Background: an optimization exercise with open tools, aiming at small area and a short achievable clock period. Do not read the settings as production practice. Where RTL was checked, it was by simulation tests only, not by an equivalence proof against the original. Function not checked in runs 2 to 4: the RTL went through the layout flow alone. Power figures rest on the tool's default switching activity, not on a simulated workload.

[flow/design.v]
module whac_core (
    input  wire        clk,
    input  wire        rst,         
    input  wire        pause,
    input  wire        ps2_clk,
    input  wire        ps2_data,
    output wire [11:0] x_pos,
    output wire [11:0] y_pos,
    output wire        left_btn,
    output wire        right_btn,
    output wire [11:0] mole_up,
    output wire        is_start,
    output wire [3:0]  level,
    output wire [2:0]  live,
    output wire [15:0] score,
    output wire [5:0]  note,
    output wire        beep
);
    function [17:0] add;
        input [17:0] a, b;
        input ci;
        integer k;
        reg c;
        begin
            c = ci;
            for (k = 0; k < 18; k = k + 1) begin
                add[k] = a[k] ^ b[k] ^ c;
                c = (a[k] & b[k]) | (c & (a[k] ^ b[k]));
            end
        end
    endfunction
    function ge;
        input [17:0] a, b;
        integer k;
        reg c;
        begin
            c = 1'b1;
            for (k = 0; k < 18; k = k + 1)
                c = (a[k] & ~b[k]) | (c & ~(a[k] ^ b[k]));
            ge = c;
        end
    endfunction
    reg rst_q;
    always @(posedge clk) rst_q <= rst;
    function [10:0] db11;    
        input [10:0] q;
        db11 = {q[9:0], q[10] ^ q[8] ^ (q[9:0] == 10'd0)};
    endfunction
    function [7:0] db8;      
        input [7:0] q;
        db8 = {q[6:0], q[7] ^ q[5] ^ q[4] ^ q[3] ^ (q[6:0] == 7'd0)};
    endfunction
    function [3:0] db4;      
        input [3:0] q;
        db4 = {q[2:0], q[3] ^ q[2] ^ (q[2:0] == 3'd0)};
    endfunction
    localparam [10:0] DIV1 = 11'd1, DIV1023 = 11'd2032;
    localparam [3:0] BC10 = 4'd11;
    reg [1:0] sync;
    reg [3:0] bc;           
    reg [1:0] cnt;          
    reg [8:0] sh;           
    reg [7:0] bx;           
    reg [1:0] bb;           
    reg       upd;          
    wire fall = sync[1] & ~sync[0];
    wire last = (bc == BC10);
    wire done = fall & last;
    always @(posedge clk) begin
        if (rst) sync <= 2'b11;
        else sync <= {sync[0], ps2_clk};
    end
    always @(posedge clk) begin
        if (rst_q) begin
            bc <= 4'd0;
            cnt <= 2'd0;
        end else begin
            if (fall) begin
                bc <= last ? 4'd0 : db4(bc);
                if (last) cnt <= cnt[1] ? 2'd0 : cnt + 2'd1;
            end
        end
    end
    always @(posedge clk) begin
        if (fall & ~last) sh <= {ps2_data, sh[8:1]};
        if (done & (cnt == 2'd0)) bb <= sh[1:0];
        if (done & (cnt == 2'd1)) bx <= sh[7:0];
        upd <= done & cnt[1];
    end
    reg [9:0] xp;
    reg [8:0] yp;
    reg lb, rb;
    wire [7:0] dy = sh[7:0];    
    wire [10:0] sx = add({8'd0, xp}, {{10{bx[7]}}, bx}, 1'b0);
    wire [10:0] sy = add({9'd0, yp}, {{10{dy[7]}}, dy}, 1'b0);
    wire [9:0] nx = sx[10] ? 10'd0 : ge({8'd0, sx[9:0]}, 18'd640) ? 10'd639 : sx[9:0];
    wire [8:0] ny = sy[10] ? 9'd0 : ge({8'd0, sy[9:0]}, 18'd480) ? 9'd479 : sy[8:0];
    always @(posedge clk) begin
        if (rst_q) begin
            xp <= 10'd320;
            yp <= 9'd240;
            lb <= 1'b0;
            rb <= 1'b0;
        end else if (upd) begin
            xp <= nx;
            yp <= ny;
            lb <= bb[0];
            rb <= bb[1];
        end
    end
    assign x_pos = {2'b00, xp};
    assign y_pos = {3'b000, yp};
    assign left_btn = lb;
    assign right_btn = rb;
    function inb;
        input [9:0] x;
        input [8:0] y;
        input [9:0] x0, x1;
        input [8:0] y0, y1;
        inb = ge({8'd0, x}, {8'd0, x0}) & ge({8'd0, x1}, {8'd0, x}) &
              ge({9'd0, y}, {9'd0, y0}) & ge({9'd0, y1}, {9'd0, y});
    endfunction
    wire [11:0] inbox;
    assign inbox[0]  = inb(xp, yp, 106, 151, 273, 307);
    assign inbox[1]  = inb(xp, yp, 230, 274, 270, 305);
    assign inbox[2]  = inb(xp, yp, 350, 392, 271, 306);
    assign inbox[3]  = inb(xp, yp, 470, 513, 270, 306);
    assign inbox[4]  = inb(xp, yp, 94,  140, 320, 352);
    assign inbox[5]  = inb(xp, yp, 224, 269, 320, 352);
    assign inbox[6]  = inb(xp, yp, 353, 400, 320, 352);
    assign inbox[7]  = inb(xp, yp, 480, 528, 320, 352);
    assign inbox[8]  = inb(xp, yp, 78,  125, 374, 408);
    assign inbox[9]  = inb(xp, yp, 218, 271, 374, 408);
    assign inbox[10] = inb(xp, yp, 357, 408, 374, 408);
    assign inbox[11] = inb(xp, yp, 496, 550, 374, 408);
    reg [15:0] rnd;
    reg [4:0] r25;
    reg [1:0] u;
    wire fb = rnd[15] ^ rnd[13] ^ rnd[12] ^ rnd[10];
    wire [4:0] r25n;   
    assign r25n[0] = (~r25[4] & ~r25[3] & ~r25[2] & fb) | (~r25[4] & ~r25[3] & fb & ~rnd[15]) | (~r25[4] & r25[2] & r25[1] & ~fb & rnd[15]) | (~r25[4] & r25[3] & ~fb & rnd[15]) | (~r25[4] & ~r25[2] & fb & ~rnd[15]) | (r25[3] & r25[2] & r25[0] & ~fb) | (r25[3] & r25[2] & r25[1] & ~fb) | (r25[4] & ~r25[3] & ~r25[2] & ~r25[1] & ~fb) | (r25[4] & ~fb & ~rnd[15]) | (r25[4] & r25[3] & fb & rnd[15]) | (r25[4] & r25[2] & fb & rnd[15]) | (r25[4] & r25[1] & fb & rnd[15]) | (~r25[4] & ~r25[3] & ~r25[1] & ~r25[0] & fb);
    assign r25n[1] = (~r25[4] & ~r25[3] & ~r25[2] & ~r25[0] & rnd[15]) | (~r25[4] & ~r25[3] & ~r25[1] & ~r25[0] & rnd[15]) | (~r25[4] & ~r25[3] & r25[0] & ~rnd[15]) | (~r25[4] & ~r25[0] & fb & rnd[15]) | (r25[3] & r25[0] & ~fb & rnd[15]) | (r25[0] & fb & ~rnd[15]) | (r25[4] & ~r25[0] & ~fb & ~rnd[15]) | (~r25[3] & ~r25[2] & ~r25[1] & ~r25[0] & fb & rnd[15]) | (r25[4] & r25[0] & ~fb & rnd[15]) | (r25[3] & r25[2] & r25[1] & ~r25[0] & ~fb & ~rnd[15]) | (r25[3] & ~r25[2] & r25[0] & ~rnd[15]) | (r25[4] & r25[2] & r25[0] & fb) | (r25[4] & r25[1] & r25[0] & fb) | (r25[2] & r25[1] & r25[0] & ~fb & rnd[15]);
    assign r25n[2] = (~r25[1] & ~r25[0] & rnd[15]) | (~r25[4] & ~r25[3] & ~r25[2] & r25[1] & r25[0]) | (~r25[4] & ~r25[3] & r25[1] & ~rnd[15]) | (~r25[4] & r25[1] & r25[0] & fb) | (r25[3] & ~r25[1] & ~fb & rnd[15]) | (r25[4] & ~r25[1] & ~r25[0] & ~fb) | (r25[1] & fb & ~rnd[15]) | (r25[4] & ~r25[1] & ~fb & rnd[15]) | (r25[1] & r25[0] & ~rnd[15]) | (r25[4] & r25[2] & ~r25[1] & rnd[15]) | (r25[3] & ~r25[2] & r25[1] & ~rnd[15]);
    assign r25n[3] = (~r25[4] & ~r25[3] & ~r25[2] & ~r25[1] & ~r25[0] & rnd[15]) | (~r25[4] & ~r25[3] & r25[2] & ~rnd[15]) | (r25[3] & ~r25[2] & r25[0] & fb & rnd[15]) | (r25[3] & ~r25[2] & r25[1] & rnd[15]) | (r25[3] & r25[2] & ~r25[1] & ~r25[0] & rnd[15]) | (r25[4] & ~r25[2] & fb & ~rnd[15]) | (r25[4] & r25[3] & rnd[15]) | (r25[4] & ~r25[2] & r25[0] & ~rnd[15]) | (r25[4] & ~r25[2] & ~r25[1] & r25[0] & fb) | (r25[4] & ~r25[2] & r25[1] & ~rnd[15]) | (r25[2] & ~r25[1] & ~r25[0] & ~fb & ~rnd[15]) | (r25[4] & r25[2] & r25[1] & rnd[15]) | (~r25[4] & r25[2] & ~r25[1] & r25[0] & ~fb & rnd[15]);
    assign r25n[4] = (~r25[4] & ~r25[3] & ~r25[2] & r25[1] & rnd[15]) | (~r25[4] & ~r25[3] & r25[2] & ~r25[1] & ~r25[0] & rnd[15]) | (r25[3] & ~r25[2] & ~rnd[15]) | (r25[3] & ~r25[1] & ~r25[0] & ~fb & ~rnd[15]) | (r25[3] & r25[2] & r25[0] & fb & rnd[15]) | (r25[4] & ~r25[3] & ~r25[2] & ~r25[1] & rnd[15]) | (r25[4] & r25[2] & fb & ~rnd[15]) | (r25[4] & r25[2] & r25[0] & ~rnd[15]) | (r25[4] & r25[2] & r25[1] & ~rnd[15]) | (r25[3] & r25[2] & r25[1] & rnd[15]) | (~r25[4] & ~r25[3] & ~r25[2] & r25[0] & rnd[15]) | (~r25[4] & ~r25[3] & ~r25[1] & r25[0] & ~fb & rnd[15]);
    wire [1:0] un;     
    assign un[0] = (u[1] & ~rnd[1] & ~rnd[15]) | (~u[1] & ~u[0] & rnd[1] & ~rnd[15]) | (u[1] & rnd[1] & rnd[15]) | (u[0] & ~rnd[1] & rnd[15]);
    assign un[1] = (~u[1] & ~u[0] & ~rnd[1] & rnd[15]) | (u[1] & rnd[1] & ~rnd[15]) | (u[0] & ~rnd[1] & ~rnd[15]) | (u[0] & rnd[1] & rnd[15]);
    always @(posedge clk) begin
        if (rst_q) begin
            rnd <= 16'hACE1;
            r25 <= 5'd7;        
            u <= 2'd0;          
        end else begin
            rnd <= {rnd[14:0], fb};
            r25 <= r25n;
            u <= un;
        end
    end
    wire [2:0] s = rnd[2:0];
    wire [2:0] k8 = s - r25[2:0];
    wire [7:0] k25;         
    assign k25[0] = (k8[0]);
    assign k25[1] = (k8[1]);
    assign k25[2] = (k8[2]);
    assign k25[3] = (k8[0]);
    assign k25[4] = (~k8[1] & k8[0]) | (k8[1] & ~k8[0]);
    assign k25[5] = (~k8[2] & k8[1] & ~k8[0]) | (k8[2] & ~k8[1]) | (k8[2] & k8[0]);
    assign k25[6] = (~k8[2] & k8[1] & k8[0]) | (k8[2] & ~k8[1]);
    assign k25[7] = (k8[2] & k8[1]);
    wire [7:0] m200 = add({13'd0, r25}, {10'd0, k25}, 1'b0);           
    wire [6:0] v_gap = add({13'd0, r25}, (rnd[0] ^ r25[0]) ? 18'd50 : 18'd25, 1'b0);   
    reg        started;
    reg [13:0] sc;
    reg [7:0]  tl;          
    reg [8:0]  rr;
    reg        gdec;        
    reg [11:0] mole;
    reg [3:0]  lvl;
    reg [2:0]  lives;
    reg        mclk, rclk, hit;
    wire is_win = lvl[3] & (lvl[2] | lvl[1]);
    wire is_lose = (lives == 3'd0);
    wire frozen = is_win | is_lose;
    wire mole_any = |mole;
    wire [3:0] d = gdec ? lvl - 4'd1 : lvl;
    wire unz = ge({9'd0, rr}, {14'd0, d});    
    wire tnz = (|tl) | unz;                   
    wire act = started & ~pause;              
    wire timeout = ~frozen & ~tnz;
    wire hitp = ~frozen & hit;
    wire gapload = timeout & mole_any | hitp;
    wire appear = timeout & ~mole_any;
    wire [13:0] thr;        
    assign thr[0] = 1'b0;
    assign thr[1] = 1'b0;
    assign thr[2] = (lvl[0]);
    assign thr[3] = (lvl[1]);
    assign thr[4] = (~lvl[2] & lvl[0]) | (lvl[2] & ~lvl[0]);
    assign thr[5] = (~lvl[3] & ~lvl[2] & ~lvl[1]) | (lvl[2] & lvl[1]) | (~lvl[2] & ~lvl[0]);
    assign thr[6] = (~lvl[3] & ~lvl[1]) | (~lvl[2] & lvl[1]);
    assign thr[7] = 1'b1;
    assign thr[8] = 1'b1;
    assign thr[9] = (~lvl[0]);
    assign thr[10] = (lvl[1] & lvl[0]) | (~lvl[1] & ~lvl[0]);
    assign thr[11] = (lvl[2] & lvl[0]) | (lvl[2] & lvl[1]) | (lvl[3] & ~lvl[0]);
    assign thr[12] = (lvl[3] & lvl[0]);
    assign thr[13] = 1'b0;
    wire lvup = ge({4'd0, sc}, {4'd0, thr});
    wire [1:0] a3, b3;
    wire [2:0] a5, a6, b6, a7, b7;
    wire [3:0] a9, b9;
    assign a3[0] = (~r25[4] & ~r25[3] & ~r25[2] & ~r25[1] & ~r25[0]) | (~r25[4] & ~r25[3] & ~r25[2] & r25[1] & r25[0]) | (~r25[4] & ~r25[3] & r25[2] & r25[1] & ~r25[0]) | (r25[3] & ~r25[2] & ~r25[1] & r25[0]) | (r25[3] & r25[2] & ~r25[1] & ~r25[0]) | (r25[4] & r25[3]) | (r25[4] & ~r25[2] & r25[1] & ~r25[0]) | (r25[4] & r25[2] & ~r25[1] & r25[0]) | (r25[3] & r25[2] & r25[1] & r25[0]);
    assign a3[1] = (~r25[4] & ~r25[3] & ~r25[2] & ~r25[1] & r25[0]) | (~r25[4] & ~r25[3] & r25[2] & ~r25[1] & ~r25[0]) | (~r25[4] & ~r25[3] & r25[2] & r25[1] & r25[0]) | (r25[3] & ~r25[2] & r25[1] & ~r25[0]) | (r25[4] & ~r25[3] & ~r25[2] & ~r25[1] & ~r25[0]) | (r25[4] & ~r25[2] & r25[1] & r25[0]) | (r25[3] & r25[2] & ~r25[1] & r25[0]) | (r25[4] & r25[2] & r25[1] & ~r25[0]);
    assign b3[0] = (~k8[2] & ~k8[1] & k8[0]) | (k8[2] & ~k8[1] & ~k8[0]) | (k8[2] & k8[1] & k8[0]);
    assign b3[1] = (~k8[2] & k8[1] & ~k8[0]) | (k8[2] & ~k8[1] & k8[0]);
    assign a5[0] = (~r25[4] & ~r25[3] & ~r25[2] & r25[0]) | (~r25[4] & ~r25[3] & r25[2] & r25[1] & ~r25[0]) | (~r25[4] & r25[3] & ~r25[2] & ~r25[1] & ~r25[0]) | (r25[3] & r25[2] & ~r25[1] & r25[0]) | (r25[4] & ~r25[3] & ~r25[2] & ~r25[0]) | (r25[4] & r25[2] & r25[0]) | (~r25[4] & ~r25[2] & r25[1] & r25[0]);
    assign a5[1] = (~r25[4] & r25[3] & ~r25[1] & ~r25[0]) | (r25[3] & r25[2] & ~r25[1]) | (r25[4] & ~r25[2] & ~r25[1] & r25[0]) | (r25[4] & r25[1] & ~r25[0]) | (~r25[4] & ~r25[3] & ~r25[2] & r25[1]) | (~r25[3] & r25[2] & r25[1] & r25[0]);
    assign a5[2] = (r25[4] & ~r25[2] & r25[1] & r25[0]) | (r25[4] & r25[3]) | (r25[3] & ~r25[2] & ~r25[1] & r25[0]) | (~r25[4] & ~r25[3] & r25[2] & ~r25[1] & ~r25[0]) | (r25[3] & r25[2] & r25[1] & ~r25[0]);
    assign a6[0] = (r25[0]);
    assign a6[1] = (~r25[4] & ~r25[3] & r25[2] & ~r25[1]) | (r25[3] & ~r25[2] & r25[1]) | (r25[4] & ~r25[3] & ~r25[2] & ~r25[1]) | (r25[4] & r25[2] & r25[1]);
    assign a6[2] = (~r25[4] & ~r25[3] & ~r25[2] & ~r25[1]) | (~r25[4] & ~r25[3] & r25[2] & r25[1]) | (r25[3] & r25[2] & ~r25[1]) | (r25[4] & r25[3]) | (r25[4] & ~r25[2] & r25[1]);
    assign b6[0] = (k8[0]);
    assign b6[1] = (~k8[2] & k8[1]);
    assign b6[2] = (k8[2] & ~k8[1]);
    assign a7[0] = (~r25[4] & ~r25[3] & ~r25[2] & r25[0]) | (~r25[3] & r25[2] & r25[1] & ~r25[0]) | (r25[3] & ~r25[2] & ~r25[0]) | (r25[4] & r25[2] & ~r25[0]) | (r25[3] & r25[2] & r25[0]) | (~r25[3] & ~r25[2] & ~r25[1] & r25[0]);
    assign a7[1] = (~r25[4] & ~r25[3] & ~r25[2] & ~r25[1]) | (~r25[4] & ~r25[3] & ~r25[1] & ~r25[0]) | (~r25[4] & r25[2] & r25[1] & r25[0]) | (~r25[4] & ~r25[2] & ~r25[1] & ~r25[0]) | (r25[3] & r25[1] & r25[0]) | (r25[4] & r25[1] & ~r25[0]) | (r25[4] & r25[2] & ~r25[1] & r25[0]) | (r25[3] & r25[2] & r25[1]);
    assign a7[2] = (~r25[4] & ~r25[2] & r25[1]) | (~r25[4] & ~r25[3] & r25[2] & ~r25[1] & ~r25[0]) | (r25[3] & ~r25[2] & r25[0]) | (r25[4] & ~r25[2] & ~r25[1]) | (r25[4] & r25[2] & r25[1] & r25[0]) | (r25[4] & ~r25[2] & ~r25[0]);
    assign b7[0] = (~k8[2] & k8[1]) | (k8[1] & ~k8[0]);
    assign b7[1] = (k8[2] & ~k8[1]) | (k8[2] & ~k8[0]);
    assign b7[2] = (~k8[2] & k8[0]) | (~k8[1] & k8[0]);
    assign a9[0] = (~r25[4] & ~r25[3] & ~r25[0]) | (r25[3] & r25[0]) | (r25[4] & r25[3]) | (r25[4] & r25[2] & ~r25[0]) | (r25[4] & r25[1] & ~r25[0]);
    assign a9[1] = (~r25[4] & ~r25[3] & ~r25[1] & r25[0]) | (~r25[4] & r25[1] & ~r25[0]) | (r25[3] & r25[1]) | (r25[4] & r25[3]) | (r25[4] & r25[1] & r25[0]) | (r25[4] & r25[2] & ~r25[1] & ~r25[0]);
    assign a9[2] = (~r25[4] & ~r25[3] & ~r25[2] & r25[1] & r25[0]) | (r25[3] & r25[2]) | (r25[4] & r25[3]) | (~r25[4] & r25[2] & ~r25[0]) | (r25[4] & r25[2] & r25[0]) | (r25[2] & ~r25[1] & r25[0]) | (r25[2] & r25[1] & ~r25[0]);
    assign a9[3] = (r25[4] & ~r25[3] & ~r25[2] & ~r25[1] & ~r25[0]) | (~r25[4] & ~r25[3] & r25[2] & r25[1] & r25[0]);
    assign b9[0] = (~k8[2] & k8[0]) | (~k8[2] & k8[1]) | (k8[2] & ~k8[1] & ~k8[0]);
    assign b9[1] = (~k8[2] & k8[0]) | (k8[2] & k8[1] & ~k8[0]);
    assign b9[2] = (~k8[2] & ~k8[1] & k8[0]) | (k8[1] & ~k8[0]) | (k8[2] & k8[1]);
    assign b9[3] = (k8[2] & ~k8[1] & k8[0]);
    reg  [3:0] ra, rb_;
    always @(*) begin
        case (lvl)
            4'd2: begin ra = 4'd0; rb_ = {3'd0, s[0]}; end
            4'd3: begin ra = {2'd0, a3}; rb_ = {2'd0, b3}; end
            4'd4: begin ra = 4'd0; rb_ = {2'd0, s[1:0]}; end
            4'd5: begin ra = {1'd0, a5}; rb_ = 4'd0; end
            4'd6: begin ra = {1'd0, a6}; rb_ = {1'd0, b6}; end
            4'd7: begin ra = {1'd0, a7}; rb_ = {1'd0, b7}; end
            4'd8: begin ra = 4'd4; rb_ = {1'd0, s}; end
            4'd9: begin ra = a9; rb_ = b9; end
            default: begin ra = 4'd0; rb_ = 4'd0; end
        endcase
    end
    wire [4:0] ry = add({14'd0, ra}, {14'd0, rb_}, 1'b0);
    wire [4:0] rz = add({13'd0, ry}, ~{14'd0, lvl}, 1'b1);
    wire [3:0] vrem = ge({13'd0, ry}, {14'd0, lvl}) ? rz[3:0] : ry[3:0];
    wire [6:0] k100 = 7'd100 - {3'd0, vrem};                      
    wire [8:0] lq = add({10'd0, m200}, {11'd0, k100}, 1'b0);      
    reg [11:0] mole_a;      
    wire [3:0] hole = {u, rnd[1:0]};
    wire clear_a = (frozen & rclk) | hitp | (timeout & mole_any);
    always @(*) begin
        mole_a = mole;
        if (clear_a) mole_a = 12'd0;
        else if (appear) mole_a = 12'd1 << hole;
    end
    wire hit_h = |(inbox & mole);                     
    wire [11:0] ibh = inbox >> hole;
    wire hit_a = ~clear_a & (appear ? ibh[0] : hit_h);
    always @(posedge clk) begin
        if (rst_q) begin
            started <= 1'b0;
            sc <= 14'd0;
            mole <= 12'd0;
            lvl <= 4'd1;
            lives <= 3'd5;
        end else if (!started) begin
            if (mclk) started <= 1'b1;
        end else if (!pause) begin
            mole <= mole_a;
            if (frozen) begin
                if (rclk) begin
                    started <= 1'b0;
                    sc <= 14'd0;
                    lvl <= 4'd1;
                    lives <= 3'd5;
                end
            end else begin
                if (timeout & mole_any) lives <= lives - 3'd1;
                if (hitp) begin
                    sc <= add({4'd0, sc}, {9'd0, rr}, 1'b0);
                    if (lvup) lvl <= lvl + 4'd1;
                end
            end
        end
    end
    always @(posedge clk) begin
        if (!started) begin
            tl <= 8'd0;
            rr <= 9'd0;
            gdec <= 1'b0;
        end else if (!pause & !frozen) begin
            if (appear) begin
                tl <= 8'd0;
                rr <= lq;
                gdec <= 1'b0;
            end else if (gapload) begin
                tl <= 8'd0;
                rr <= {2'b00, v_gap};
                gdec <= hitp & lvup;
            end else begin
                tl <= db8(tl);
                if (tl == 8'd0) rr <= add({9'd0, rr}, ~{14'd0, d}, 1'b1);
            end
        end
    end
    always @(posedge clk) begin
        mclk <= lb;
        rclk <= rb;
        hit <= lb & (act ? hit_a : hit_h);
    end
    assign mole_up = mole;
    assign is_start = started;
    assign level = lvl;
    assign live = lives;
    assign score = {2'b00, sc};
    reg [10:0] div;         
    reg        playing;
    reg [5:0]  p;
    reg [7:0]  pt;          
    reg [5:0]  note_r;
    reg        pwin, plose;
    reg [2:0]  plive;
    reg [13:0] psc;
    wire [2:0]  m_lc;       
    wire [5:0]  m_note;
    wire [0:0]  m_end;
    wire [16:0] per;
    localparam [5:0] B_LOSE = 6'd0;
    localparam [5:0] B_LIVE = 6'd13;
    localparam [5:0] B_CLICK = 6'd23;
    localparam [5:0] B_WIN = 6'd32;
    localparam [5:0] B_SCORE = 6'd55;
    assign m_lc[0] = (~p[4] & ~p[2]) | (p[5] & ~p[4]) | (~p[2] & p[1] & p[0]) | (p[5] & ~p[3] & ~p[2]);
    assign m_lc[1] = (~p[5] & ~p[3] & p[2]) | (~p[5] & ~p[3] & ~p[1]) | (p[5] & ~p[4] & ~p[2]) | (p[4] & p[2]) | (p[5] & p[3] & ~p[1]) | (~p[3] & p[2] & ~p[1]) | (p[4] & p[3] & p[1] & ~p[0]) | (~p[4] & ~p[2] & p[0]);
    assign m_lc[2] = (~p[4] & ~p[3] & p[2]) | (~p[3] & p[1] & ~p[0]) | (p[5] & ~p[4]) | (p[5] & ~p[3] & ~p[1]) | (~p[4] & ~p[3] & ~p[1]);
    assign m_note[0] = (p[5] & ~p[4] & ~p[2] & p[1] & ~p[0]) | (~p[3] & p[2] & ~p[1] & p[0]) | (~p[5] & ~p[3] & p[2] & p[1] & ~p[0]) | (p[5] & p[2] & ~p[1] & p[0]) | (p[4] & p[2]) | (p[4] & p[3] & ~p[1] & ~p[0]) | (~p[5] & p[4] & p[3] & ~p[0]);
    assign m_note[1] = (~p[3] & p[2] & ~p[1]) | (p[4] & ~p[3] & ~p[1]) | (p[5] & ~p[4] & ~p[3]) | (~p[5] & p[4] & p[2]) | (~p[4] & ~p[3] & ~p[0]) | (~p[5] & ~p[4] & p[3] & p[1]) | (p[4] & p[3] & p[1] & ~p[0]) | (p[5] & ~p[3] & ~p[0]);
    assign m_note[2] = (~p[5] & p[2] & ~p[1]) | (p[5] & ~p[4] & ~p[3] & ~p[2] & ~p[0]) | (p[5] & ~p[4] & ~p[3] & p[1]) | (p[3] & p[2] & ~p[1] & ~p[0]) | (~p[5] & p[4] & p[1] & ~p[0]) | (~p[5] & ~p[4] & p[2] & p[0]) | (p[5] & ~p[3] & p[2] & p[0]) | (p[5] & p[3] & ~p[2] & ~p[1] & p[0]);
    assign m_note[3] = (p[3] & ~p[2] & p[1] & ~p[0]) | (~p[5] & ~p[3] & ~p[2] & ~p[0]) | (~p[4] & ~p[2] & ~p[1] & p[0]) | (p[5] & ~p[3] & p[2] & p[1]) | (p[5] & p[2] & ~p[1] & ~p[0]) | (p[5] & p[3] & p[2] & ~p[1]) | (~p[4] & ~p[3] & ~p[2] & ~p[1]) | (p[5] & ~p[4] & ~p[3] & p[1] & p[0]) | (~p[5] & p[3] & p[2] & p[1] & p[0]);
    assign m_note[4] = (p[4] & ~p[1]) | (p[5] & p[3] & ~p[2] & ~p[1] & ~p[0]) | (~p[4] & p[3] & p[1] & p[0]) | (p[5] & p[4] & ~p[0]) | (p[5] & p[3] & p[2] & p[1]) | (~p[5] & p[4] & p[2]);
    assign m_note[5] = (~p[5] & p[3] & p[2] & ~p[1]) | (~p[5] & p[3] & p[2] & ~p[0]);
    assign m_end[0] = (p[4] & ~p[2] & p[1] & p[0]) | (~p[5] & ~p[4] & p[3] & ~p[2]);
    assign per[0] = (~note_r[5] & ~note_r[4] & ~note_r[3] & ~note_r[1]) | (note_r[2] & ~note_r[1] & note_r[0]) | (note_r[4] & ~note_r[3] & ~note_r[2] & ~note_r[0]) | (~note_r[4] & ~note_r[3] & ~note_r[2] & note_r[0]);
    assign per[1] = (note_r[2] & ~note_r[1] & note_r[0]) | (~note_r[5] & ~note_r[4] & ~note_r[3] & note_r[1]) | (note_r[5] & note_r[2]) | (~note_r[4] & note_r[3] & ~note_r[2] & note_r[1]);
    assign per[2] = (note_r[5]) | (~note_r[4] & note_r[3] & note_r[2] & ~note_r[0]) | (~note_r[3] & note_r[2] & note_r[0]) | (~note_r[3] & ~note_r[1] & note_r[0]);
    assign per[3] = (note_r[5]) | (note_r[3] & ~note_r[1]) | (~note_r[1] & note_r[0]) | (note_r[4] & note_r[2]) | (~note_r[4] & ~note_r[3] & note_r[0]) | (note_r[4] & ~note_r[3] & note_r[1] & ~note_r[0]);
    assign per[4] = (~note_r[2] & ~note_r[1] & ~note_r[0]) | (note_r[4] & note_r[3] & ~note_r[2]) | (note_r[3] & ~note_r[1] & ~note_r[0]) | (~note_r[3] & note_r[2] & note_r[0]) | (note_r[5] & ~note_r[2]);
    assign per[5] = (note_r[5]) | (~note_r[4] & note_r[3] & note_r[1]) | (note_r[3] & ~note_r[2] & ~note_r[1]) | (note_r[2] & note_r[1] & ~note_r[0]) | (~note_r[3] & ~note_r[2] & ~note_r[0]);
    assign per[6] = (note_r[5]) | (note_r[4] & note_r[1] & note_r[0]) | (note_r[3] & note_r[2] & note_r[1]) | (~note_r[2] & ~note_r[1] & ~note_r[0]) | (note_r[4] & note_r[2]) | (note_r[3] & ~note_r[1] & ~note_r[0]);
    assign per[7] = (~note_r[2] & ~note_r[1] & ~note_r[0]) | (note_r[2] & note_r[0]) | (note_r[4] & note_r[3] & note_r[2]) | (note_r[4] & ~note_r[2] & ~note_r[1]) | (~note_r[4] & ~note_r[3] & note_r[0]) | (note_r[4] & ~note_r[3] & note_r[1] & ~note_r[0]);
    assign per[8] = (note_r[5]) | (note_r[3] & ~note_r[1] & ~note_r[0]) | (note_r[4] & note_r[2]) | (note_r[4] & ~note_r[1]) | (~note_r[4] & ~note_r[2] & ~note_r[0]) | (note_r[4] & ~note_r[3] & ~note_r[0]);
    assign per[9] = (~note_r[3] & ~note_r[2] & ~note_r[0]) | (~note_r[4] & note_r[3] & note_r[2] & ~note_r[0]) | (note_r[4] & ~note_r[2] & ~note_r[1]) | (~note_r[5] & ~note_r[4] & ~note_r[3] & ~note_r[1]) | (~note_r[4] & ~note_r[2] & note_r[1] & ~note_r[0]);
    assign per[10] = (~note_r[4] & ~note_r[2] & note_r[1]) | (note_r[3] & note_r[2] & ~note_r[1]) | (~note_r[1] & note_r[0]) | (~note_r[3] & ~note_r[2] & ~note_r[0]) | (note_r[4] & note_r[3] & note_r[2]);
    assign per[11] = (~note_r[5] & ~note_r[4] & ~note_r[3]) | (~note_r[5] & ~note_r[2] & ~note_r[0]) | (note_r[3] & note_r[0]) | (note_r[1] & note_r[0]);
    assign per[12] = (note_r[2] & ~note_r[1] & note_r[0]) | (~note_r[4] & note_r[1] & ~note_r[0]) | (note_r[4] & ~note_r[2] & ~note_r[1]) | (~note_r[4] & ~note_r[3] & ~note_r[1]) | (note_r[3] & ~note_r[2] & ~note_r[0]);
    assign per[13] = (~note_r[4] & ~note_r[3] & ~note_r[1]) | (~note_r[4] & note_r[3] & note_r[2] & note_r[1]) | (note_r[3] & note_r[0]) | (note_r[5]) | (note_r[3] & ~note_r[2] & ~note_r[1]);
    assign per[14] = (note_r[3] & ~note_r[1] & ~note_r[0]) | (note_r[3] & ~note_r[2]) | (note_r[4] & note_r[3]) | (~note_r[4] & ~note_r[2] & note_r[0]);
    assign per[15] = (~note_r[4] & note_r[3]) | (note_r[4] & ~note_r[3]);
    assign per[16] = (~note_r[5] & ~note_r[4] & ~note_r[3]);
    wire tick = (div == DIV1023);
    wire ev_win = is_win & ~pwin;
    wire ev_lose = is_lose & ~plose;
    wire ev_score = ~ge({4'd0, psc}, {4'd0, sc});           
    wire ev_live = ~ge({15'd0, lives}, {15'd0, plive});     
    wire pt_hit;
    assign pt_hit = ((m_lc == 3'd1) & (pt == 8'd0)) |
        ((m_lc == 3'd0) & (pt == 8'd92)) |
        ((m_lc == 3'd2) & (pt == 8'd50)) |
        ((m_lc == 3'd4) & (pt == 8'd130)) |
        ((m_lc == 3'd7) & (pt == 8'd136)) |
        ((m_lc == 3'd3) & (pt == 8'd177)) |
        ((m_lc == 3'd6) & (pt == 8'd169)) |
        ((m_lc == 3'd5) & (pt == 8'd14));
    always @(posedge clk) begin
        if (rst_q) begin
            div <= DIV1;
            playing <= 1'b0;
            note_r <= 6'd0;
            pwin <= 1'b0;
            plose <= 1'b0;
            plive <= 3'd5;
            psc <= 14'd0;
        end else begin
            div <= db11(div);
            if (tick) begin
                if (playing) begin
                    if (pt_hit) begin
                        if (m_end) begin
                            playing <= 1'b0;
                            note_r <= 6'd0;
                        end else begin
                            note_r <= m_note;
                        end
                    end
                end else if (ev_win | ev_lose | ev_score | ev_live | mclk) begin
                    playing <= 1'b1;
                end
                pwin <= is_win;
                plose <= is_lose;
                plive <= lives;
                psc <= sc;
            end
        end
    end
    always @(posedge clk) begin
        if (tick) begin
            if (playing) begin
                if (pt_hit) begin
                    pt <= 8'd0;
                    p <= p + 6'd1;
                end else begin
                    pt <= db8(pt);
                end
            end else begin
                pt <= 8'd0;
                if (ev_win) p <= B_WIN;
                else if (ev_lose) p <= B_LOSE;
                else if (ev_score) p <= B_SCORE;
                else if (ev_live) p <= B_LIVE;
                else p <= B_CLICK;
            end
        end
    end
    assign note = note_r;
    reg [16:0] cnt_b;
    reg        beep_r;
    always @(posedge clk) begin
        if (note_r == 6'd0) begin
            cnt_b <= 17'd0;
            beep_r <= 1'b0;
        end else if (ge({1'b0, cnt_b}, {1'b0, per})) begin
            cnt_b <= 17'd0;
            beep_r <= ~beep_r;
        end else begin
            cnt_b <= cnt_b + 17'd1;
        end
    end
    assign beep = beep_r;
endmodule
[flow/flow/run.sh]
#!/bin/bash
set -euo pipefail
export BUFFER_PORTS_ARGS="-buffer_cell sky130_fd_sc_hd__buf_2"
bash standard.sh > standard.log 2>&1
[flow/standard.sh]
#!/bin/bash
# synth_recipe.tcl (not shown) runs the flow's synth.tcl, then flattens the netlist and writes it again
# the make line also repeats each setting of config.mk as NAME=value (left out here)
make -C /OpenROAD-flow-scripts/flow DESIGN_CONFIG=/design/flow/config.mk WORK_HOME=/design/flow/orfs CLKGATE_MAP_FILE= SYNTH_SCRIPT=/design/flow/synth_recipe.tcl "${@:-finish}"
[flow/config.mk]
export PLATFORM = sky130hd
export DESIGN_NAME = whac_core
export DESIGN_NICKNAME = whac_core
export VERILOG_FILES = /design/flow/design.v
export SDC_FILE = /design/flow/constraint.sdc
export NUM_CORES = 4
export LEC_CHECK = 0
export ABC_AREA = 1
export CAP_MARGIN = 20
export CORE_MARGIN = 2
export CORE_UTILIZATION = 60
export CTS_CLUSTER_DIAMETER = 150
export CTS_CLUSTER_SIZE = 25
export PLACE_DENSITY = 0.7
export SLEW_MARGIN = 20
[flow/constraint.sdc]
create_clock -name core_clock -period 80.0 [get_ports {clk}]
set_input_delay 16.0000 -clock core_clock [delete_from_list [all_inputs] [get_ports {clk}]]
set_output_delay 16.0000 -clock core_clock [all_outputs]
set_load 0.01 [all_outputs]
==> flow_metrics.py, run 1 <==
metrics = {
    "status": {
        "run_status": "complete, no violations",
    },
    "yosys": {
        "netlist_area_sq_um": 13200,
        "yosys-top-cells-area": "dfxtp_1 25%, ha_1 8.2%, inv_1 7.9%",
        "ys_seq_elements": 197,
        "yosysTopAreaCellShare_pct": 24.9,
        "seq_area_frac_synth_pct": 32.4,
        "ys_warn_count": 1,
        "synth_cells": 1782,
        "yosys-top-cells-count": "277 x inv_1, 264 x nand2_1, 230 x nor2_1",
        "synth.most_common_cell": "inv_1",
        "async_reset_ff_share_pct": 0,
        "synth_edf_count": 33,
        "syn-mean-instance-area_sq_um": 7.40,
        "synth_cell_types": 60,
        "ys.flop_type": "dfxtp_1",
        "yosysTopAreaCell": "dfxtp_1",
    },
    "global_route": {
        "antenna_found_initial": 0,
        "grt_pass1_vias": 11491,
        "grt-ovfl-total": 0,
        "grt_max_degree": 75,
        "grt_pass1_wl_um": 55400,
        "grt_use_total_pct": 28.5,
    },
    "detailed_routing": {
        "first_pass_iters": 6,
        "postRouteWirelength_um": 33000,
        "wl_per_cell_um": 15.6,
        "drt-initial-drc-count": 963,
        "drc_errors": 0,
        "via_count": 12031,
        "via_per_inst": 5.70,
        "ant_nets": 0,
    },
    "sta": {
        "tightest_slew_ns": 0.830,
        "post-route-min-period_ns": 17.38,
        "fin_crit_sh_pct": 21.7,
        "drv_slew": 0,
        "max-slew-margin-rel_pct": 44.7,
        "rsz0062_at_grt": "false",
        "worst_slack_ns": 62.62,
        "tns_ns": 0,
        "fmax_mhz": 57.5,
        "clock_skew_ns": 0.0181,
        "setup_viol": 0,
        "final_hold_viol_count": 0,
    },
    "clock_network": {
        "post_cts_buffers": 0,
        "postCtsHoldBufs": 0,
        "cts_tree": "built",
        "h-tree-depth": 4,
        "cts-root-buf": "clkbuf_16",
        "cts_buffers": 17,
        "clk_latency_ns": 0.44,
        "clk_pin_slew_worst_paths_ns": 0.08,
        "cts.sinks": 197,
        "cts_resized": 0,
        "clock_path_buffers": 2,
    },
    "floorplanning": {
        "initial_core_util_pct": 60.8,
        "die_height_um": 152,
        "die_area_sq_um": 23200,
        "dieWidth_um": 152,
        "ioPinCount": 74,
        "core.rowCount": 54,
        "core_area_sq_um": 21700,
    },
    "place": {
        "dp_slack_ns": 62.13,
        "gp_congestion": 0.979,
        "dpl.hpwl_um": 24600,
        "io_buffer_count": 66,
    },
    "critical_path": {
        "r2r-start": "r25[1]",
        "cpPeakStageDelay_ns": 0.70,
        "r2r_slack_ns": 71.44,
        "slowest_stage": "dfxtp_1",
        "rr_worst_depth": 36,
        "r2r-end": "rr[7]",
        "cp-start-kind": "flip-flop",
        "cp_top_family": "flip-flops",
        "path_max_fanout": 16,
        "crit_type": "flip-flop to output port",
        "required_ns": 64.00,
        "crit_chain": "buf_2",
        "crit_cells": 1,
        "end_kind": "output port",
        "cp.buffers_inverters": 1,
        "cp.arrival_ns": 1.38,
        "crit_end": "x_pos[7]",
        "worstSetupStartpoint": "xp[7]",
    },
    "pwr": {
        "ir_worst_vdd_uv": 17.6,
        "p_per_area_nw_per_um2": 19.7,
        "power_leakage_nw": 6.19,
        "power_mw": 0.280,
    },
    "cells_and_area": {
        "area_growth_pct": 7.80,
        "final_layout_size_suffix_gt1_share_pct": 7.76,
        "fin_util_pct": 65.6,
        "fin_nets": 1953,
        "diodes": 0,
    },
    "min_path": {
        "hold_start": "rb",
        "hp-class": "flip-flop to flip-flop",
    },
    "flow_run": {
        "max_cap_viol_count": 0,
    },
}
==> layout make-up <==
class / instances / area [sq um]
Multi-Input combinational cell: 1242 / 7570
Timing Repair Buffer: 72 / 375
Inverter: 287 / 1080
Clock inverter: 13 / 133
Tap cell: 280 / 350
Clock buffer: 19 / 433
Sequential cell: 197 / 4280
Fill cell: 1912 / 7470
==> worst min path at each step <==
| stage | to | depth (start not counted) | slack [ns] |
|---|---|---|---|
| 2_1_floorplan | rnd[12] | 2 | 0.39 |
| 3_3_place_gp | rclk | 0 | 0.35 |
| 3_5_place_dp | rclk | 0 | 0.35 |
| 4_1_cts | rclk | 0 | 0.37 |
| 5_1_grt | rclk | 0 | 0.38 |
| 6_report | rclk | 0 | 0.37 |
==> power breakdown <==
part           switching [mW]  internal [mW]
Combinational          0.0549         0.0325
Clock                  0.0433         0.0416
Sequential            0.00515          0.103
Total                   0.103          0.177
==> cell families after synthesis <==
kind of cell,count (synthesis),share of synthesized area [%]
AO/OA/AOI/OAI,395,17.6
other,1,0.0284
XOR/XNOR,31,2.06
multiplexers,2,0.171
flip-flops,197,32.4
AND/OR/NAND/NOR,676,22.3
adder cells (fa/ha/maj),131,15.0
buffers and inverters,349,10.4
==> routing by layer <==
metal	track usage, %	part of all wire [%]	up-vias
li1	-	-	5979
met3	3.70	5.5	79
met2	48.5	48	451
met4	9.92	2.6	0
met5	0	0	-
met1	37.6	44	5522
==> cells in the final DEF, fill, tap and decap left out, types with 8 or more instances in the layout <==
| master | synthesis | routed |
|---|---|---|
| nor2_1 | 230 | 230 |
| ha_1 | 86 | 86 |
| nand4_1 | 16 | 16 |
| o31ai_1 | 8 | 8 |
| nand2_1 | 264 | 264 |
| fa_1 | 45 | 45 |
| buf_2 | 1 | 66 |
| a211oi_1 | 20 | 20 |
| nor3_1 | 41 | 40 |
| o21ai_0 | 133 | 133 |
| dfxtp_1 | 164 | 163 |
| o22ai_1 | 14 | 14 |
| nor2_4 | 11 | 11 |
| or2_2 | 16 | 16 |
| nand3_1 | 68 | 68 |
| o2111ai_1 | 9 | 9 |
| xor2_1 | 17 | 17 |
| edfxtp_1 | 33 | 33 |
| a31oi_1 | 15 | 15 |
| o211ai_1 | 14 | 14 |
| inv_1 | 277 | 277 |
| clkbuf_16 | 0 | 17 |
| nor4_1 | 16 | 16 |
| xnor2_1 | 14 | 14 |
| a21oi_1 | 127 | 126 |
==> sequential cells by signal (all words and copies together) (netlist names), 4 cells and up <==
name and cells:
bx 8, rnd 16, mole 12, sc 14, cnt_b 17, sh 9
r25 5, tl 8, lvl 4, div 11, note_r 6, rr 9
xp 10, psc 14, yp 9, p 6, bc 4, pt 8
==> stage by stage <==
step / area [sq um] / hold WS, ns / std cells
global placement: 13600 / 0.354 / 2078
CTS: 14200 / 0.370 / 2110
finish: 14200 / 0.370 / 2110
global route: 14200 / 0.380 / 2110
floorplan: 13200 / 0.388 / 1788
detailed placement: 13600 / 0.353 / 2078
==> run 2, diff against run 1 <==
--- a/flow/design.v
+++ b/flow/design.v
@@ -112,27 +112,29 @@
     assign y_pos = {3'b000, yp};
     assign left_btn = lb;
     assign right_btn = rb;
-    function inb;
-        input [9:0] x;
-        input [8:0] y;
-        input [9:0] x0, x1;
-        input [8:0] y0, y1;
-        inb = ge({8'd0, x}, {8'd0, x0}) & ge({8'd0, x1}, {8'd0, x}) &
-              ge({9'd0, y}, {9'd0, y0}) & ge({9'd0, y1}, {9'd0, y});
-    endfunction
     wire [11:0] inbox;
-    assign inbox[0]  = inb(xp, yp, 106, 151, 273, 307);
-    assign inbox[1]  = inb(xp, yp, 230, 274, 270, 305);
-    assign inbox[2]  = inb(xp, yp, 350, 392, 271, 306);
-    assign inbox[3]  = inb(xp, yp, 470, 513, 270, 306);
-    assign inbox[4]  = inb(xp, yp, 94,  140, 320, 352);
-    assign inbox[5]  = inb(xp, yp, 224, 269, 320, 352);
-    assign inbox[6]  = inb(xp, yp, 353, 400, 320, 352);
-    assign inbox[7]  = inb(xp, yp, 480, 528, 320, 352);
-    assign inbox[8]  = inb(xp, yp, 78,  125, 374, 408);
-    assign inbox[9]  = inb(xp, yp, 218, 271, 374, 408);
-    assign inbox[10] = inb(xp, yp, 357, 408, 374, 408);
-    assign inbox[11] = inb(xp, yp, 496, 550, 374, 408);
+    wire yA0 = ge({9'd0, yp}, 18'd273) & ge(18'd307, {9'd0, yp});
+    wire yA1 = ge({9'd0, yp}, 18'd270) & ge(18'd305, {9'd0, yp});
+    wire yA2 = ge({9'd0, yp}, 18'd271) & ge(18'd306, {9'd0, yp});
+    wire yA3 = ge({9'd0, yp}, 18'd270) & ge(18'd306, {9'd0, yp});
+    wire yB  = ge({9'd0, yp}, 18'd320) & ge(18'd352, {9'd0, yp});
+    wire yC  = ge({9'd0, yp}, 18'd374) & ge(18'd408, {9'd0, yp});
+    function inx;
+        input [9:0] x, x0, x1;
+        inx = ge({8'd0, x}, {8'd0, x0}) & ge({8'd0, x1}, {8'd0, x});
+    endfunction
+    assign inbox[0]  = inx(xp, 106, 151) & yA0;
+    assign inbox[1]  = inx(xp, 230, 274) & yA1;
+    assign inbox[2]  = inx(xp, 350, 392) & yA2;
+    assign inbox[3]  = inx(xp, 470, 513) & yA3;
+    assign inbox[4]  = inx(xp, 94,  140) & yB;
+    assign inbox[5]  = inx(xp, 224, 269) & yB;
+    assign inbox[6]  = inx(xp, 353, 400) & yB;
+    assign inbox[7]  = inx(xp, 480, 528) & yB;
+    assign inbox[8]  = inx(xp, 78,  125) & yC;
+    assign inbox[9]  = inx(xp, 218, 271) & yC;
+    assign inbox[10] = inx(xp, 357, 408) & yC;
+    assign inbox[11] = inx(xp, 496, 550) & yC;
     reg [15:0] rnd;
     reg [4:0] r25;
     reg [1:0] u;
==> run 2 against run 1 <==
Still clean on timing, DRC and antenna. Via count shrank 0.44%. Wire length decreased by 2.6%. Global-route usage up 0.51 points. Register-to-register slack improved by 0.31 ns. Final cell count shrank 0.62%. Hold slack improved by 0.041 ns. Die area is 1.0% lower. Critical path type is now input port to flip-flop. Largest cell class unchanged.
==> flow_metrics.py, run 2 <==
metrics = {
    "global_route": {
        "grt-ovfl-total": 0,
        "antenna_found_initial": 0,
        "grt_pass1_wl_um": 54000,
        "grt_pass1_vias": 11161,
        "grt_use_total_pct": 29.0,
        "grt_max_degree": 73,
    },
    "place": {
        "dpl.hpwl_um": 24100,
        "gp_congestion": 0.949,
        "io_buffer_count": 66,
    },
    "flow_run": {
        "max_cap_viol_count": 0,
    },
    "cells_and_area": {
        "area_growth_pct": 8.23,
        "fin_nets": 1944,
        "top_regs": "cnt_b (17), rnd (16)",
        "layout_common_cells": "277 x nand2_1, 276 x inv_1, 206 x nor2_1",
        "regMostFlops": "cnt_b",
        "layout_commonest_cell": "nand2_1",
        "final_layout_size_suffix_gt1_share_pct": 7.85,
        "largest_register_ffs": 17,
    },
    "yosys": {
        "syn-mean-instance-area_sq_um": 7.38,
        "synthXorXnorAreaFrac_pct": 2.01,
        "seq_area_frac_synth_pct": 32.8,
        "ys_seq_elements": 197,
        "synth.most_common_cell": "nand2_1",
        "yosys-top-cells-area": "dfxtp_1 25%, ha_1 8.2%, nand2_1 8.0%",
        "synth_cells": 1768,
        "ys_warn_count": 1,
        "yosysTopAreaCellShare_pct": 25.2,
        "ys.flop_type": "dfxtp_1",
        "synth_simple_gate_area_share_pct": 21.9,
        "async_reset_ff_share_pct": 0,
        "synth_top_family_by_area": "simple AND/OR/NAND/NOR gates",
        "yosys-top-cells-count": "277 x nand2_1, 276 x inv_1, 206 x nor2_1",
        "yosysTopAreaCell": "dfxtp_1",
        "netlist_area_sq_um": 13100,
        "synth_adder_area_share_pct": 15.1,
        "synth_compound_area_share_pct": 17.7,
        "synth_cell_types": 60,
        "synthMuxAreaShare_pct": 0.173,
        "synth_edf_count": 33,
    },
    "detailed_routing": {
        "drt-initial-drc-count": 919,
        "via_count": 11978,
        "wl_per_cell_um": 15.3,
        "ant_nets": 0,
        "via_per_inst": 5.71,
        "drc_errors": 0,
        "postRouteWirelength_um": 32100,
        "first_pass_iters": 7,
    },
    "sta": {
        "drv_slew": 0,
        "fin_crit_sh_pct": 22.1,
        "setup_viol": 0,
        "fmax_mhz": 56.5,
        "final_hold_viol_count": 0,
        "max-slew-margin-rel_pct": 42.3,
        "tightest_slew_ns": 0.865,
        "post-route-min-period_ns": 17.71,
        "clock_skew_ns": 0.0203,
        "rsz0062_at_grt": "false",
        "tns_ns": 0,
    },
    "pwr": {
        "p_per_area_nw_per_um2": 18.7,
        "power_leakage_nw": 6.19,
        "power_mw": 0.264,
        "ir_worst_vdd_uv": 15.9,
    },
    "floorplanning": {
        "ioPinCount": 74,
        "core_area_sq_um": 21200,
        "die_height_um": 151,
        "dieWidth_um": 151,
        "initial_core_util_pct": 61.7,
        "core.rowCount": 53,
        "die_area_sq_um": 22900,
    },
    "clock_network": {
        "cts_tree": "built",
        "cts.sinks": 197,
        "cts_buffers": 17,
        "post_cts_buffers": 0,
        "clk_pin_slew_worst_paths_ns": 0.08,
        "clock_path_buffers": 2,
        "h-tree-depth": 4,
        "cts-root-buf": "clkbuf_16",
        "cts_resized": 0,
        "clk_latency_ns": 0.44,
        "postCtsHoldBufs": 0,
    },
    "critical_path": {
        "required_ns": 80.32,
        "cp-start-kind": "input port",
        "path_max_fanout": 17,
        "crit_type": "input port to flip-flop",
        "end_kind": "flip-flop",
        "cp.arrival_ns": 18.03,
    },
    "min_path": {
        "hp-class": "flip-flop to flip-flop",
    },
    "status": {
        "run_status": "complete, no violations",
    },
}
run 2: worst max-delay path, stage by stage:
cell and delay (ns):
buf_2 0.11, nor2_1 0.17, inv_1 0.17, nor2_2 0.47, clkinv_1 0.39, nor2_1 0.28
nor2_1 0.08, inv_1 0.09, nand2_1 0.07, o21ai_0 0.15, a21oi_1 0.05
run 2: final cells by class:
class | count | area (sq um)
inverters | 289 | 1090
diodes | 1 | 2.50
fillers | 1881 | 7030
clock inverters | 14 | 156
well taps | 275 | 344
clock buffers | 18 | 429
multi-input cells | 1232 | 7460
flip-flops and latches | 197 | 4280
repair buffers | 71 | 368
run 2: worst paths after layout:
kind	from	end	slack, ns	depth (start not counted)
worst max-delay path	pause	lvl[2]	62.29	11
worst min-delay path	rnd[9]	rnd[10]	0.41	1
worst max register to register	r25[0]	rr[7]	71.75	36
worst min register to register	rnd[9]	rnd[10]	0.41	1
run 2: cells by family after synthesis:
family                   after synthesis
AO/OA/AOI/OAI                        393
XOR/XNOR                              30
adder cells (fa/ha/maj)              131
buffers and inverters                345
flip-flops                           197
multiplexers                           2
other                                  1
AND/OR/NAND/NOR                      669
run 2: power by group:
group          switching (mW)  total (mW)  internal, mW
clock                  0.0424      0.0844        0.0419
combinational          0.0454      0.0724        0.0270
sequential            0.00470       0.107         0.102
run 2: metrics by stage:
stage / std cells / area [sq um] / hold WS [ns] / utilization (%) / worst slack (ns)
global placement: 2064 / 13500 / 0.391 / 64.0 / 61.97
global route: 2096 / 14100 / 0.419 / 66.8 / 62.11
floorplan: 1774 / 13100 / 0.388 / - / 62.65
CTS: 2096 / 14100 / 0.412 / 66.8 / 62.37
finish: 2097 / 14100 / 0.411 / 66.8 / 62.29
detailed placement: 2064 / 13500 / 0.395 / 64.0 / 61.93
run 2: layer usage:
layer	vias up	routed length [um]	track usage (%)
li1	5947	-	-
met1	5521	14500	40.0
met2	464	14900	47.6
met3	46	2180	4.91
met4	0	557	7.57
met5	-	0	0
==> run 3, diff against run 2 <==
==> flow/flow/run.sh (replaced) <==
#!/bin/bash
set -euo pipefail
export BUFFER_PORTS_ARGS="-buffer_cell sky130_fd_sc_hd__buf_2"
export SETUP_SLACK_MARGIN=63.0
bash standard.sh > standard.log 2>&1
==> run 3 against run 2 <==
Critical path depth shrank 10. Clock power is essentially flat. First-iteration DRC count grew 3.5%. Hold slack lost 0.021 ns. Clock skew shrank 0.0044 ns. Still clean on timing, DRC and antenna. Wire length grew 3.3%. Synthesized cell count is the same. Highest routed layer unchanged.
==> flow_metrics.py, run 3 <==
metrics = {
    "status": {
        "run_status": "complete, no violations",
    },
    "yosys": {
        "syn-mean-instance-area_sq_um": 7.38,
        "netlist_area_sq_um": 13100,
        "yosysTopAreaCell": "dfxtp_1",
        "synth_cells": 1768,
        "ys_seq_elements": 197,
        "ys_warn_count": 1,
        "ys.flop_type": "dfxtp_1",
        "synth.most_common_cell": "nand2_1",
        "synth_cell_types": 60,
        "yosys-top-cells-count": "277 x nand2_1, 276 x inv_1, 206 x nor2_1",
        "async_reset_ff_share_pct": 0,
        "synth_edf_count": 33,
        "seq_area_frac_synth_pct": 32.8,
        "yosysTopAreaCellShare_pct": 25.2,
        "yosys-top-cells-area": "dfxtp_1 25%, ha_1 8.2%, nand2_1 8.0%",
    },
    "global_route": {
        "antenna_found_initial": 0,
        "grt_pass1_wl_um": 53800,
        "grt-ovfl-total": 0,
        "grt_pass1_vias": 11122,
        "grt_max_degree": 73,
        "grt_use_total_pct": 29.2,
    },
    "clock_network": {
        "h-tree-depth": 4,
        "clock_path_buffers": 2,
        "postCtsHoldBufs": 0,
        "clk_pin_slew_worst_paths_ns": 0.07,
        "clk_latency_ns": 0.45,
        "cts_buffers": 17,
        "cts_tree": "built",
        "cts.sinks": 197,
        "cts-root-buf": "clkbuf_16",
    },
    "sta": {
        "tightest_slew_ns": 0.804,
        "worst_slack_ns": 63.03,
        "final_hold_viol_count": 0,
        "clock_skew_ns": 0.0160,
        "tns_ns": 0,
        "fmax_mhz": 58.9,
        "fin_crit_sh_pct": 21.2,
        "max-slew-margin-rel_pct": 46.4,
        "setup_viol": 0,
        "drv_slew": 0,
        "rsz0062_at_grt": "false",
        "post-route-min-period_ns": 16.97,
    },
    "pwr": {
        "power_leakage_nw": 6.36,
        "p_per_area_nw_per_um2": 18.2,
        "ir_worst_vdd_uv": 18.0,
    },
    "detailed_routing": {
        "wl_per_cell_um": 15.6,
        "via_count": 12124,
        "drc_errors": 0,
        "ant_nets": 0,
        "via_per_inst": 5.71,
        "drt-initial-drc-count": 951,
        "postRouteWirelength_um": 33200,
        "first_pass_iters": 5,
    },
    "cells_and_area": {
        "diodes": 0,
        "regMostFlops": "cnt_b",
        "fin_nets": 1970,
        "fin_area_sq_um": 14500,
        "largest_register_ffs": 17,
        "layout_common_cells": "277 x nand2_1, 275 x inv_1, 204 x nor2_1",
        "layout_commonest_cell": "nand2_1",
        "nFillCells": 1800,
        "top_regs": "cnt_b (17), rnd (16)",
        "final_layout_size_suffix_gt1_share_pct": 12.5,
        "fin_util_pct": 68.5,
        "area_growth_pct": 11.1,
    },
    "critical_path": {
        "cp_top_family": "flip-flops",
        "slowest_stage": "dfxtp_4",
        "path_max_fanout": 8,
        "crit_chain": "buf_2",
        "cp.buffers_inverters": 1,
        "required_ns": 64.00,
        "cpPeakStageDelay_ns": 0.39,
        "cp.arrival_ns": 0.97,
        "cp-start-kind": "flip-flop",
        "end_kind": "output port",
        "crit_type": "flip-flop to output port",
    },
    "place": {
        "dp_slack_ns": 62.13,
        "place_area_sq_um": 13600,
        "io_buffer_count": 66,
        "gp_congestion": 1.01,
        "dpl.hpwl_um": 24100,
    },
    "min_path": {
        "hp-class": "flip-flop to flip-flop",
    },
    "floorplanning": {
        "ioPinCount": 74,
        "initial_core_util_pct": 61.7,
        "core.rowCount": 53,
        "core_area_sq_um": 21200,
        "die_area_sq_um": 22900,
        "die_height_um": 151,
        "dieWidth_um": 151,
    },
    "flow_run": {
        "max_cap_viol_count": 0,
    },
}
run 3: cell types whose count changed in the layout (fill, tap and decap cells not counted), moves of 2 or more:
cell and change:
dfxtp_4 +34, dfxtp_1 -58, nor2_1 -2, clkinv_4 +3, nor2_4 +3, buf_4 +27
dfxtp_2 +24, clkinv_8 -2
run 3: layout make-up:
type | instances | area, sq um | area share [%]
multi-input cells | 1232 | 7490 | 51.7
repair buffers | 97 | 566 | 3.90
clock inverters | 13 | 136 | 0.941
flip-flops and latches | 197 | 4430 | 30.6
well taps | 275 | 344 | 2.37
clock buffers | 19 | 433 | 2.99
inverters | 289 | 1090 | 7.55
run 3: final timing paths:
path,cells past startpoint,from,slack [ns],to
max,1,xp[3],63.03,x_pos[3]
min reg2reg,0,rb,0.39,rclk
max reg2reg,35,r25[1],71.60,rr[7]
min,0,rb,0.39,rclk
run 3: per-layer routing:
metal,vias up,global-route usage (%),part of all wire (%)
li1,6008,-,-
met1,5596,39.3,44
met2,457,48.6,47
met3,63,4.52,6.1
met4,0,8.79,2.3
met5,-,0,0
run 3: worst reg2reg max path: cells and delay by family, from the launching register on:
kind | cells | cell delay, ns
simple gates | 7 | 1.32
buf+inv | 10 | 0.78
mux | 1 | 0.38
fa+ha+maj | 14 | 4.51
compound gates | 3 | 0.48
flops | 1 | 0.82
run 3: repair_timing:
action                                  4_1_cts  5_1_grt
endpoints found under the hold margin         0        0
pin swaps                                     1        0
resized for setup                            74       21
setup buffers                                12       15
endpoints found under the setup margin       60       31
run 3: cells by family after synthesis:
logic type	Yosys count	synth area share [%]
and+or+nand+nor	669	21.9
xor gates and xnor gates	30	2.01
muxes	2	0.173
DFF	197	32.8
buffers and inverters	345	10.3
AOI/OAI and AO/OA	393	17.7
other	1	0.0287
adders and majority gates	131	15.1
run 3: report_power, final:
group          switching (mW)  leakage [nW]  total [mW]  internal (mW)
combinational          0.0457          4.43      0.0728         0.0271
clock                  0.0427         0.278      0.0844         0.0417
sequential            0.00573          1.66       0.107          0.101
total                  0.0941          6.36       0.264          0.170
run 3: stage by stage:
stage               instances  hold slack (ns)  power (mW)
floorplan                1774            0.388       0.163
global route             2122            0.401       0.281
global placement         2063            0.393       0.181
detailed placement       2063            0.395       0.181
CTS                      2107            0.407       0.264
finish                   2122            0.391       0.264
==> run 4, diff against run 3 <==
==> flow/flow/run.sh (replaced) <==
#!/bin/bash
set -euo pipefail
export BUFFER_PORTS_ARGS="-buffer_cell sky130_fd_sc_hd__buf_2"
export SETUP_SLACK_MARGIN=62.8
bash standard.sh > standard.log 2>&1
==> run 4 against run 3 <==
Still clean on timing, DRC and antenna. Final cell count decreased by 1.2%. First-iteration DRC count shrank 1.3%. Sequential share of layout area decreased by 0.37 points. Largest cell class unchanged.
==> flow_metrics.py, run 4 <==
metrics = {
    "yosys": {
        "synth_cell_types": 60,
        "synth.most_common_cell": "nand2_1",
        "ys.flop_type": "dfxtp_1",
        "syn-mean-instance-area_sq_um": 7.38,
        "ys_seq_elements": 197,
        "synth_simple_gate_area_share_pct": 21.9,
        "yosysTopAreaCell": "dfxtp_1",
        "synthMuxAreaShare_pct": 0.173,
        "ys_warn_count": 1,
        "yosys-top-cells-area": "dfxtp_1 25%, ha_1 8.2%, nand2_1 8.0%",
        "netlist_area_sq_um": 13100,
        "synth_edf_count": 33,
        "seq_area_frac_synth_pct": 32.8,
        "synth_cells": 1768,
        "synth_top_family_by_area": "simple AND/OR/NAND/NOR gates",
        "synth_adder_area_share_pct": 15.1,
        "synthXorXnorAreaFrac_pct": 2.01,
        "yosys-top-cells-count": "277 x nand2_1, 276 x inv_1, 206 x nor2_1",
        "async_reset_ff_share_pct": 0,
        "synth_compound_area_share_pct": 17.7,
        "yosysTopAreaCellShare_pct": 25.2,
    },
    "status": {
        "run_status": "complete, no violations",
    },
    "sta": {
        "hold_ws_ns": 0.383,
        "rsz0062_at_grt": "false",
        "fmax_mhz": 58.3,
        "final_hold_viol_count": 0,
        "tns_ns": 0,
        "post-route-min-period_ns": 17.17,
        "fin_crit_sh_pct": 21.5,
        "max-slew-margin-rel_pct": 48.1,
        "clock_skew_ns": 0.0151,
        "drv_slew": 0,
        "tightest_slew_ns": 0.778,
        "worst_slack_ns": 62.83,
        "setup_viol": 0,
    },
    "critical_path": {
        "end_kind": "output port",
        "worstSetupStartpoint": "yp[5]",
        "required_ns": 64.00,
        "cp.arrival_ns": 1.17,
        "crit_cells": 1,
        "crit_end": "y_pos[5]",
        "r2r_slack_ns": 71.62,
        "cp.buffers_inverters": 1,
        "r2r-end": "rr[7]",
        "path_max_fanout": 8,
        "slowest_stage": "dfxtp_1",
        "crit_type": "flip-flop to output port",
        "crit_chain": "buf_2",
        "rr_worst_depth": 36,
        "cpPeakStageDelay_ns": 0.53,
        "r2r-start": "r25[0]",
        "cp-start-kind": "flip-flop",
        "cp_top_family": "flip-flops",
    },
    "global_route": {
        "grt_use_total_pct": 29.1,
        "grt_pass1_wl_um": 53600,
        "antenna_found_initial": 0,
        "grt_pass1_vias": 11292,
        "grt_max_degree": 73,
        "grt-ovfl-total": 0,
    },
    "detailed_routing": {
        "postRouteWirelength_um": 32500,
        "first_pass_iters": 5,
        "via_per_inst": 5.70,
        "drc_errors": 0,
        "wl_per_cell_um": 15.5,
        "drt-initial-drc-count": 939,
        "via_count": 11940,
        "ant_nets": 0,
    },
    "cells_and_area": {
        "largest_register_ffs": 17,
        "regMostFlops": "cnt_b",
        "fin_area_sq_um": 14200,
        "final_cells": 2096,
        "fin_util_pct": 67.1,
        "layout_commonest_cell": "nand2_1",
        "layout_common_cells": "277 x nand2_1, 275 x inv_1, 205 x nor2_1",
        "area_growth_pct": 8.84,
        "top_regs": "cnt_b (17), rnd (16)",
        "fin_nets": 1944,
        "final_layout_size_suffix_gt1_share_pct": 8.79,
        "diodes": 0,
    },
    "place": {
        "io_buffer_count": 66,
        "place_inst": 2063,
        "dp_slack_ns": 62.18,
        "place_area_sq_um": 13500,
        "gp_congestion": 0.966,
        "dpl.hpwl_um": 24400,
    },
    "clock_network": {
        "cts_buffers": 17,
        "cts.sinks": 197,
        "clk_pin_slew_worst_paths_ns": 0.08,
        "cts-root-buf": "clkbuf_16",
        "cts_tree": "built",
        "clock_path_buffers": 2,
        "clk_latency_ns": 0.45,
        "h-tree-depth": 4,
        "postCtsHoldBufs": 0,
    },
    "pwr": {
        "p_per_area_nw_per_um2": 19.1,
        "power_leakage_nw": 6.23,
        "ir_worst_vdd_uv": 16.8,
        "power_mw": 0.271,
    },
    "floorplanning": {
        "core_area_sq_um": 21200,
        "dieWidth_um": 151,
        "core.rowCount": 53,
        "initial_core_util_pct": 61.7,
        "ioPinCount": 74,
        "die_height_um": 151,
        "die_area_sq_um": 22900,
    },
    "flow_run": {
        "max_cap_viol_count": 0,
    },
    "min_path": {
        "hp-class": "flip-flop to flip-flop",
    },
}
## run 4: what timing repair did
| item | 4_1_cts | 5_1_grt |
|---|---|---|
| gates resized for setup | 9 | 6 |
| cloned | 0 | 0 |
| buffers inserted | 1 | 0 |
| pin swaps | 1 | 0 |
| setup endpoints to repair | 12 | 8 |
## run 4: report_power, final
part	internal, mW	switching [mW]
Combinational	0.0271	0.0449
Clock	0.0451	0.0456
Sequential	0.102	0.00585
Total	0.175	0.0963
## run 4: worst min path at each step
stage	start	to	slack [ns]	depth (start not counted)
2_1_floorplan	rnd[11]	rnd[12]	0.39	2
3_3_place_gp	rb	rclk	0.36	0
3_5_place_dp	rb	rclk	0.37	0
4_1_cts	rb	rclk	0.39	0
5_1_grt	rb	rclk	0.40	0
6_report	rb	rclk	0.38	0
## run 4: area by class of cell
class	instances	area, sq um
clock inverter	14	183
timing repair buffer	71	368
sequential	197	4290
inverter	289	1090
multi-input combinational	1232	7480
clock buffer	18	450
tap	275	344
fill	1815	6950
## run 4: logic make-up (layout without fill, tap and decap cells)
| family | Yosys count | in the layout |
|---|---|---|
| AND/OR/NAND/NOR | 669 | 669 |
| AO/OA/AOI/OAI | 393 | 393 |
| buffers and inverters | 345 | 392 |
| flip-flops | 197 | 197 |
| adder cells (fa/ha/maj) | 131 | 131 |
| XOR/XNOR | 30 | 30 |
| multiplexers | 2 | 2 |
| other | 1 | 7 |
## run 4: metal layers
layer | part of all wire (%) | global-route usage [%]
met1 | 44 | 38.4
met4 | 3.0 | 10.8
met2 | 47 | 48.6
met5 | 0 | 0
met3 | 6.4 | 4.31

## re-timing with driven ports
The results above use ideal ports. As a check the final layouts listed here were re-extracted and re-timed, cells and wires unchanged.
Step 1 assumes that a clkbuf_16 drives the clock port and a buf_2 every other input.
Step 2 moves the port delays by t, midway between the first and last clock arrival at a register: inputs arrive t later, outputs are due t later. That takes back most of the time a late clock gives input paths.
Three values: ideal, step 1, step 2; two values: the first two.
run	t, ns	slack for setup (ns)	hold WS [ns]	slew at the worst register clock pin (ns)
run 1	0.478	62.618 / 62.573 / 62.270	0.370 / 0.370 / 0.370	0.08 / 0.08
run 2	0.481	62.290 / 62.285 / 61.804	0.411 / 0.411 / 0.411	0.09 / 0.09
run 3	0.490	63.034 / 62.980 / 62.621	0.391 / 0.391 / 0.391	0.09 / 0.09
run 4	0.484	62.833 / 62.786 / 62.498	0.383 / 0.383 / 0.383	0.09 / 0.09
After both steps every run listed still meets setup and hold. For run 2, which loses most, drivers alone change the setup slack by -0.005 ns; drivers and shift together by -0.486 ns.
